What follows belongs to an exercise in optimizing a design on an open flow for small area and a short achievable clock period; a production flow would make more cautious choices.
At most, simulation tests tie the RTL to the original design; equivalence was not proved.
Power figures rest on the tool's default switching activity, not on a simulated workload.

==> flow/design.v (excerpt) <==
module s_axi_template #(
		parameter integer C_S_AXI_ID_WIDTH	= 1,
		parameter integer C_S_AXI_DATA_WIDTH	= 64,
		parameter integer C_S_AXI_ADDR_WIDTH	= 32,
		parameter integer C_S_AXI_AWUSER_WIDTH	= 1,
		parameter integer C_S_AXI_ARUSER_WIDTH	= 1,
		parameter integer C_S_AXI_WUSER_WIDTH	= 1,
		parameter integer C_S_AXI_RUSER_WIDTH	= 1,
		parameter integer C_S_AXI_BUSER_WIDTH	= 1
	)
	(
		output wire [15:0] P_buf,  
		output wire [15:0] A_dbg,
		output wire [15:0] B_dbg,
		output wire [15:0] C_dbg,
		output wire [ 3:0] mode_sel_dbg,
		input wire  S_AXI_ACLK,
		input wire  S_AXI_ARESETN,
		input wire [C_S_AXI_ID_WIDTH-1 : 0] S_AXI_AWID,
		input wire [C_S_AXI_ADDR_WIDTH-1 : 0] S_AXI_AWADDR,
		input wire [7 : 0] S_AXI_AWLEN,
		input wire [2 : 0] S_AXI_AWSIZE,
		input wire [1 : 0] S_AXI_AWBURST,
		input wire  S_AXI_AWLOCK,
		input wire [3 : 0] S_AXI_AWCACHE,
		input wire [2 : 0] S_AXI_AWPROT,
		input wire [3 : 0] S_AXI_AWQOS,
		input wire [3 : 0] S_AXI_AWREGION,
		input wire [C_S_AXI_AWUSER_WIDTH-1 : 0] S_AXI_AWUSER,
		input wire  S_AXI_AWVALID,
		output wire  S_AXI_AWREADY,
		input wire [C_S_AXI_DATA_WIDTH-1 : 0] S_AXI_WDATA,
		input wire [(C_S_AXI_DATA_WIDTH/8)-1 : 0] S_AXI_WSTRB,
		input wire  S_AXI_WLAST,
		input wire [C_S_AXI_WUSER_WIDTH-1 : 0] S_AXI_WUSER,
		input wire  S_AXI_WVALID,
		output wire  S_AXI_WREADY,
		output wire [C_S_AXI_ID_WIDTH-1 : 0] S_AXI_BID,
		output wire [1 : 0] S_AXI_BRESP,
		output wire [C_S_AXI_BUSER_WIDTH-1 : 0] S_AXI_BUSER,
		output wire  S_AXI_BVALID,
		input wire  S_AXI_BREADY,
		input wire [C_S_AXI_ID_WIDTH-1 : 0] S_AXI_ARID,
		input wire [C_S_AXI_ADDR_WIDTH-1 : 0] S_AXI_ARADDR,
		input wire [7 : 0] S_AXI_ARLEN,
		input wire [2 : 0] S_AXI_ARSIZE,
		input wire [1 : 0] S_AXI_ARBURST,
		input wire  S_AXI_ARLOCK,
		input wire [3 : 0] S_AXI_ARCACHE,
		input wire [2 : 0] S_AXI_ARPROT,
		input wire [3 : 0] S_AXI_ARQOS,
		input wire [3 : 0] S_AXI_ARREGION,
		input wire [C_S_AXI_ARUSER_WIDTH-1 : 0] S_AXI_ARUSER,
		input wire  S_AXI_ARVALID,
		output wire  S_AXI_ARREADY,
		output wire [C_S_AXI_ID_WIDTH-1 : 0] S_AXI_RID,
		output wire [C_S_AXI_DATA_WIDTH-1 : 0] S_AXI_RDATA,
		output wire [1 : 0] S_AXI_RRESP,
		output wire  S_AXI_RLAST,
		output wire [C_S_AXI_RUSER_WIDTH-1 : 0] S_AXI_RUSER,
		output wire  S_AXI_RVALID,
		input wire  S_AXI_RREADY
	);
Size: roughly 350 I/O pins, about 10000 um^2 of cells after synthesis.
make LEC_CHECK=0 ABC_CLOCK_PERIOD_IN_PS=4000 CAP_MARGIN=20 CORE_MARGIN=2 CORE_UTILIZATION=60 CTS_BUF_LIST=sky130_fd_sc_hd__clkbuf_8 CTS_CLUSTER_SIZE=30 SETUP_SLACK_MARGIN=5 SLEW_MARGIN=20 finish   # period 10.0 ns
run.sh (not shown) runs the stock make flow with config.mk's settings and CLKGATE_MAP_FILE= SYNTH_SCRIPT=/design/flow/synth_recipe.tcl, a recipe that flattens the netlist after the stock synthesis.
Change:
CORE_UTILIZATION = 40   (was 60)
SETUP_SLACK_MARGIN = 3.5   (was 5)
After rerunning:
- worst hold slack stays flat
- critical path depth is lower by 2
- setup slack loses 0.88 ns
- die area is higher by 48%
- sequential share of layout area is higher by 1.1 points
- count of clock-buffer cells in the layout is lower by 3
Change:
SETUP_SLACK_MARGIN = 5   (was 3.5)
=> The changed run went through all stages and came out clean. Design area rose by 6.0%. Utilization increases by 2.9 points. Clock skew barely changes. Power falls by about 1.2%. Via count is higher by about 5%. Wire length increases by about 8%.
Change:
CTS_BUF_LIST = unset   (was sky130_fd_sc_hd__clkbuf_8)
CTS_CLUSTER_SIZE = unset   (was 30)
SETUP_SLACK_MARGIN = 3.5   (was 5)
The changed run finished with timing, DRC and antenna clean.
Global-route usage is lower by 1.0 points.
Setup slack got worse by 0.97 ns.
Power rises by roughly a tenth.
Critical path depth went down by 2.
Wire length falls by a little under a tenth.
Non-clock buffer count came out lower by 30.
Via count drops by a few percent.
No functional check of the RTL was part of any run of this note.

* * *

Another version of the RTL of s_axi_template (not shown whole).
Design s_axi_template, start of the top module:
module s_axi_template #(
		parameter integer C_S_AXI_ID_WIDTH	= 1,
		parameter integer C_S_AXI_DATA_WIDTH	= 64,
		parameter integer C_S_AXI_ADDR_WIDTH	= 32,
		parameter integer C_S_AXI_AWUSER_WIDTH	= 1,
		parameter integer C_S_AXI_ARUSER_WIDTH	= 1,
		parameter integer C_S_AXI_WUSER_WIDTH	= 1,
		parameter integer C_S_AXI_RUSER_WIDTH	= 1,
		parameter integer C_S_AXI_BUSER_WIDTH	= 1
	)
	(
		output wire [15:0] P_buf,  
		output wire [15:0] A_dbg,
		output wire [15:0] B_dbg,
		output wire [15:0] C_dbg,
		output wire [ 3:0] mode_sel_dbg,
		input wire  S_AXI_ACLK,
		input wire  S_AXI_ARESETN,
		input wire [C_S_AXI_ID_WIDTH-1 : 0] S_AXI_AWID,
		input wire [C_S_AXI_ADDR_WIDTH-1 : 0] S_AXI_AWADDR,
		input wire [7 : 0] S_AXI_AWLEN,
		input wire [2 : 0] S_AXI_AWSIZE,
		input wire [1 : 0] S_AXI_AWBURST,
		input wire  S_AXI_AWLOCK,
		input wire [3 : 0] S_AXI_AWCACHE,
		input wire [2 : 0] S_AXI_AWPROT,
		input wire [3 : 0] S_AXI_AWQOS,
		input wire [3 : 0] S_AXI_AWREGION,
		input wire [C_S_AXI_AWUSER_WIDTH-1 : 0] S_AXI_AWUSER,
		input wire  S_AXI_AWVALID,
		output wire  S_AXI_AWREADY,
		input wire [C_S_AXI_DATA_WIDTH-1 : 0] S_AXI_WDATA,
		input wire [(C_S_AXI_DATA_WIDTH/8)-1 : 0] S_AXI_WSTRB,
		input wire  S_AXI_WLAST,
		input wire [C_S_AXI_WUSER_WIDTH-1 : 0] S_AXI_WUSER,
		input wire  S_AXI_WVALID,
		output wire  S_AXI_WREADY,
		output wire [C_S_AXI_ID_WIDTH-1 : 0] S_AXI_BID,
		output wire [1 : 0] S_AXI_BRESP,
		output wire [C_S_AXI_BUSER_WIDTH-1 : 0] S_AXI_BUSER,
		output wire  S_AXI_BVALID,
		input wire  S_AXI_BREADY,
		input wire [C_S_AXI_ID_WIDTH-1 : 0] S_AXI_ARID,
		input wire [C_S_AXI_ADDR_WIDTH-1 : 0] S_AXI_ARADDR,
		input wire [7 : 0] S_AXI_ARLEN,
		input wire [2 : 0] S_AXI_ARSIZE,
		input wire [1 : 0] S_AXI_ARBURST,
		input wire  S_AXI_ARLOCK,
		input wire [3 : 0] S_AXI_ARCACHE,
		input wire [2 : 0] S_AXI_ARPROT,
		input wire [3 : 0] S_AXI_ARQOS,
		input wire [3 : 0] S_AXI_ARREGION,
		input wire [C_S_AXI_ARUSER_WIDTH-1 : 0] S_AXI_ARUSER,
		input wire  S_AXI_ARVALID,
		output wire  S_AXI_ARREADY,
		output wire [C_S_AXI_ID_WIDTH-1 : 0] S_AXI_RID,
		output wire [C_S_AXI_DATA_WIDTH-1 : 0] S_AXI_RDATA,
		output wire [1 : 0] S_AXI_RRESP,
		output wire  S_AXI_RLAST,
		output wire [C_S_AXI_RUSER_WIDTH-1 : 0] S_AXI_RUSER,
		output wire  S_AXI_RVALID,
		input wire  S_AXI_RREADY
	);
Settings: LEC_CHECK=0, ABC_AREA=1, ABC_CLOCK_PERIOD_IN_PS=4000, CAP_MARGIN=20, CORE_MARGIN=2, CORE_UTILIZATION=50, CTS_BUF_LIST=sky130_fd_sc_hd__clkbuf_4 sky130_fd_sc_hd__clkbuf_8, CTS_CLUSTER_SIZE=40, SLEW_MARGIN=20; clock period 10.0 ns.
standard.sh (not shown) runs the stock make flow with config.mk's settings and CLKGATE_MAP_FILE= SYNTH_SCRIPT=/design/flow/synth_recipe.tcl, a recipe that flattens the netlist after the stock synthesis.
==> flow/flow/run.sh <==
#!/bin/bash
# The standard layout (standard.sh) with these changes:
#  - the port buffers are sky130_fd_sc_hd__buf_1 instead of the cell that
#    buffer_ports picks by itself;
#  - resizing may change a cell's footprint (MATCH_CELL_FOOTPRINT=0);
#  - the constant outputs share one tie cell (SKIP_REPAIR_TIE_FANOUT=1);
#  - timing repair aims for 5.4 ns of setup slack (SETUP_SLACK_MARGIN=5.4).
# ORFS writes each step's log under orfs/logs; make's own output goes to standard.log.
set -euo pipefail
bash standard.sh BUFFER_PORTS_ARGS="-buffer_cell sky130_fd_sc_hd__buf_1" MATCH_CELL_FOOTPRINT=0 SKIP_REPAIR_TIE_FANOUT=1 SETUP_SLACK_MARGIN=5.4 finish > standard.log 2>&1
Edit:
==> flow/flow/run.sh (replaced) <==
#!/bin/bash
# The standard layout (standard.sh), with the port buffers made from
# sky130_fd_sc_hd__buf_1 instead of the cell buffer_ports picks by itself.
set -euo pipefail
bash standard.sh BUFFER_PORTS_ARGS="-buffer_cell sky130_fd_sc_hd__buf_1" MATCH_CELL_FOOTPRINT=0 SKIP_REPAIR_TIE_FANOUT=1 finish > standard.log 2>&1
ABC_AREA = not set   (was 1)
CORE_UTILIZATION = 40   (was 50)
SETUP_SLACK_MARGIN = 5   (was not set)
What happened: Worst hold slack improves by 7.7 ps; final area rises by 0.94%; worst setup slack loses 330 ps; area after synthesis goes up by 5.6%; register-to-register slack degrades by 30 ps; critical path depth went down by 3; flip-flop and latch count does not change.

* * *

## north
Another version of the RTL of s_axi_template (not shown whole).
Size: about 1,300 cells after synthesis, ~160 flip-flops, ~350 I/O pins, ~11,000 µm² of cells after synthesis.
clock: 10.0 ns
lec_check: 0
abc_clock_period_in_ps: 4000
cap_margin: 20
core_margin: 2
core_utilization: 40
cts_buf_list: sky130_fd_sc_hd__clkbuf_8
cts_cluster_size: 30
slew_margin: 20
==> flow/flow/run.sh <==
#!/bin/bash
# The standard layout (standard.sh), with the port buffers made from
# sky130_fd_sc_hd__buf_2 instead of the cell buffer_ports picks by itself,
# resizing free to change a cell's footprint, and timing repair aiming for
# 6.0 ns of setup slack.
set -euo pipefail
bash standard.sh BUFFER_PORTS_ARGS="-buffer_cell sky130_fd_sc_hd__buf_2" MATCH_CELL_FOOTPRINT=0 SETUP_SLACK_MARGIN=6.0 finish > standard.log 2>&1
north reached the end of the flow, and the finished layout is clean on the timing, DRC and antenna checks.
Edits applied to the flow inputs when going from north to south:
# north
export LEC_CHECK = 0
export ABC_CLOCK_PERIOD_IN_PS = 4000
export CAP_MARGIN = 20
export CORE_MARGIN = 2
export CORE_UTILIZATION = 40
export CTS_BUF_LIST = sky130_fd_sc_hd__clkbuf_8
export CTS_CLUSTER_SIZE = 30
export SLEW_MARGIN = 20
create_clock -name core_clock -period 10.0 [get_ports {S_AXI_ACLK}]
# south
export LEC_CHECK = 0
export ABC_CLOCK_PERIOD_IN_PS = 4000
export CAP_MARGIN = 20
export CORE_MARGIN = 2
export CORE_UTILIZATION = 40
export CTS_BUF_LIST = sky130_fd_sc_hd__clkbuf_8
export CTS_CLUSTER_SIZE = 30
export SETUP_SLACK_MARGIN = 5
export SLEW_MARGIN = 20
export SYNTH_HIERARCHICAL = 1
export SYNTH_MINIMUM_KEEP_SIZE = 0
create_clock -name core_clock -period 10.0 [get_ports {S_AXI_ACLK}]
==> flow/flow/run.sh <==
#!/bin/bash
# The standard layout (standard.sh), with the port buffers made from
# sky130_fd_sc_hd__buf_2 instead of the cell buffer_ports picks by itself.
set -euo pipefail
bash standard.sh BUFFER_PORTS_ARGS="-buffer_cell sky130_fd_sc_hd__buf_2" MATCH_CELL_FOOTPRINT=0 finish > standard.log 2>&1
- Every stage of the flow completed for south, and the final layout passed the timing, DRC and antenna checks.
- Taking north as the reference, in south overall power went down; post-placement setup slack went up.
- Per the comparison of south with north, leakage power increased 7.3%; global-route usage over all layers decreased 2.6 points; setup slack increased 0.0069 ns; first-pass iteration count of the detailed router decreased 2; sequential cell area share increased 1.0 points.
- The higher arrival time reported for the critical path endpoint came out of north.
- In south the standard-cell row count turned out 3 higher than in north.
Setup changes, south to east
# south
export LEC_CHECK = 0
export ABC_CLOCK_PERIOD_IN_PS = 4000
export CAP_MARGIN = 20
export CORE_MARGIN = 2
export CORE_UTILIZATION = 40
export CTS_BUF_LIST = sky130_fd_sc_hd__clkbuf_8
export CTS_CLUSTER_SIZE = 30
export SETUP_SLACK_MARGIN = 5
export SLEW_MARGIN = 20
export SYNTH_HIERARCHICAL = 1
export SYNTH_MINIMUM_KEEP_SIZE = 0
create_clock -name core_clock -period 10.0 [get_ports {S_AXI_ACLK}]
# east
export LEC_CHECK = 0
export ABC_CLOCK_PERIOD_IN_PS = 4000
export CAP_MARGIN = 20
export CORE_MARGIN = 2
export CORE_UTILIZATION = 40
export CTS_BUF_LIST = sky130_fd_sc_hd__clkbuf_8
export CTS_CLUSTER_SIZE = 30
export SETUP_SLACK_MARGIN = 5
export SLEW_MARGIN = 20
create_clock -name core_clock -period 10.0 [get_ports {S_AXI_ACLK}]
--- outcome ---
The fraction of area in clock buffers and inverters in east was higher than what south gave. Measured against each other, south and east differ in slew of the pin with the lowest slew margin, the higher figure coming from east. south -> east: clock group power increased by a little under 10%. For arrival time at the worst endpoint, south and east come out practically identical. Power per unit of standard cell area: south and east compared, higher one is east. Diff south -> east | global-route wire length before repair | down by a few percent.
No functional check of the RTL was part of any run of this note.

* * *

job 3093:
Another version of the RTL of s_axi_template (not shown whole).
For scale: ~1400 cells after synthesis, ~160 flip-flops.
export LEC_CHECK = 0
export ABC_CLOCK_PERIOD_IN_PS = 4000
export CAP_MARGIN = 20
export CORE_MARGIN = 2
export CORE_UTILIZATION = 40
export CTS_BUF_LIST = sky130_fd_sc_hd__clkbuf_4 sky130_fd_sc_hd__clkbuf_8
export CTS_CLUSTER_SIZE = 40
export SETUP_SLACK_MARGIN = 5
export SLEW_MARGIN = 20
create_clock -name core_clock -period 10.0 [get_ports {S_AXI_ACLK}]
==> flow/flow/run.sh <==
#!/bin/bash
# The standard layout (standard.sh), with the port buffers made from
# sky130_fd_sc_hd__buf_1 instead of the cell buffer_ports picks by itself.
set -euo pipefail
bash standard.sh BUFFER_PORTS_ARGS="-buffer_cell sky130_fd_sc_hd__buf_1" MATCH_CELL_FOOTPRINT=0 finish > standard.log 2>&1
Both conditions hold for job 3093: the flow ran to the end and the final layout passed the timing, DRC and antenna checks.
Inputs modified between job 3093 and job 980:
==> flow/flow/run.sh <==
#!/bin/bash
# The standard layout (standard.sh) with these changes:
#  - the port buffers are sky130_fd_sc_hd__buf_1 instead of the cell that
#    buffer_ports picks by itself;
#  - resizing may change a cell's footprint (MATCH_CELL_FOOTPRINT=0);
#  - the constant outputs share one tie cell (SKIP_REPAIR_TIE_FANOUT=1);
#  - timing repair aims for 5.4 ns of setup slack (SETUP_SLACK_MARGIN=5.4).
# ORFS writes each step's log under orfs/logs; make's own output goes to standard.log.
set -euo pipefail
bash standard.sh BUFFER_PORTS_ARGS="-buffer_cell sky130_fd_sc_hd__buf_1" MATCH_CELL_FOOTPRINT=0 SKIP_REPAIR_TIE_FANOUT=1 SETUP_SLACK_MARGIN=5.4 finish > standard.log 2>&1
--- a/flow/config.mk
+++ b/flow/config.mk
@@ -6,4 +6,5 @@
 export NUM_CORES = 4
 export LEC_CHECK = 0
+export ABC_AREA = 1
 export ABC_CLOCK_PERIOD_IN_PS = 4000
 export CAP_MARGIN = 20
@@ -12,4 +13,3 @@
 export CTS_BUF_LIST = sky130_fd_sc_hd__clkbuf_4 sky130_fd_sc_hd__clkbuf_8
 export CTS_CLUSTER_SIZE = 40
-export SETUP_SLACK_MARGIN = 5
 export SLEW_MARGIN = 20
==> comparison <==
Job 980: flow completed, timing, DRC and antenna clean. On maximum frequency from static timing analysis, the higher figure sits with job 980, not job 3093. Total number of cells along the worst setup path: job 980 and job 3093 compared, higher one is job 3093. Per the comparison of job 980 with job 3093, setup TNS after final layout about even, switching portion of total power higher, total power increased 0.000067 W, number of standard cells after synthesis moved down, final worst-path cycle share decreased 3.3 points. Comparing job 980 and job 3093, the higher worst hold slack is on job 980. In the reports for job 980 and job 3093, the smaller count of instances resized after the clock tree is built belongs to job 3093.
Setup changes, job 980 to job 3869
==> flow/flow/run.sh <==
#!/bin/bash
# The standard layout (standard.sh), with the port buffers made from
# sky130_fd_sc_hd__buf_1 instead of the cell buffer_ports picks by itself.
set -euo pipefail
bash standard.sh BUFFER_PORTS_ARGS="-buffer_cell sky130_fd_sc_hd__buf_1" MATCH_CELL_FOOTPRINT=0 finish > standard.log 2>&1
--- a/flow/config.mk
+++ b/flow/config.mk
@@ -13,3 +13,4 @@
 export CTS_BUF_LIST = sky130_fd_sc_hd__clkbuf_4 sky130_fd_sc_hd__clkbuf_8
 export CTS_CLUSTER_SIZE = 40
+export SETUP_SLACK_MARGIN = 5
 export SLEW_MARGIN = 20
Notes after the runs:
Reported for job 980 and job 3869, count of distinct cell types in the synthesized netlist turned out identical to the last digit. Wire length ended up 1.5 mm lower on job 3869 than on job 980. Cmp job 3869 vs job 980: power lower in job 3869. Part of the cycle the worst path needs in job 3869 vs job 980: up 3.5 points. Going from job 980 to job 3869, post-cts sizing count shrinks by 28. Row largest fanout of any net on the critical path: job 3869 higher / job 980 lower. Job 3869 ends up with higher layout clock buffer count than job 980 does.
Function was not checked in any run of this note: the RTL went through the layout flow alone.

-- re-timing with driven ports --
The flow's constraints put no driver on any port. The routed layouts listed below were extracted and timed again, unchanged, in two steps. Step 1 sets driving cells, clkbuf_16 on the clock port and buf_2 on the other inputs (assumed; they add their load-dependent delay and slew). Step 2 also shifts input and output timing later by t, the mid clock arrival at the registers, as if the neighbouring blocks saw the same clock. a / b / c = ideal / step 1 / step 2; a / b = the first two.
| run | t (ns) | setup slack, ns | hold WS [ns] |
|---|---|---|---|
| the first run of note 1 | 0.510 | 4.737 / 4.733 / 4.223 | 0.450 / 0.450 / 0.450 |
| the second run of note 1 | 0.510 | 3.860 / 3.883 / 3.374 | 0.453 / 0.453 / 0.453 |
| the third run of note 1 | 0.518 | 4.905 / 4.839 / 4.321 | 0.449 / 0.449 / 0.449 |
| the fourth run of note 1 | 0.477 | 3.932 / 3.951 / 3.474 | 0.449 / 0.449 / 0.449 |
| the first run of note 2 | 0.498 | 5.431 / 5.391 / 4.986 | 0.454 / 0.454 / 0.454 |
| the second run of note 2 | 0.497 | 5.105 / 5.117 / 4.628 | 0.462 / 0.462 / 0.462 |
| north | 0.513 | 5.044 / 5.030 / 4.517 | 0.456 / 0.456 / 0.456 |
| south | 0.500 | 5.050 / 5.015 / 4.557 | 0.455 / 0.455 / 0.455 |
| east | 0.501 | 5.043 / 5.014 / 4.513 | 0.455 / 0.455 / 0.455 |
| job 3093 | 0.514 | 5.089 / 5.102 / 4.588 | 0.456 / 0.456 / 0.456 |
| job 980 | 0.499 | 5.417 / 5.376 / 4.999 | 0.465 / 0.465 / 0.465 |
| job 3869 | 0.516 | 5.063 / 5.057 / 4.542 | 0.466 / 0.466 / 0.466 |
After both steps setup and hold are still met in every run listed. For the third run of note 1, which loses most, drivers alone change the setup slack by -0.066 ns; drivers and shift together by -0.584 ns.
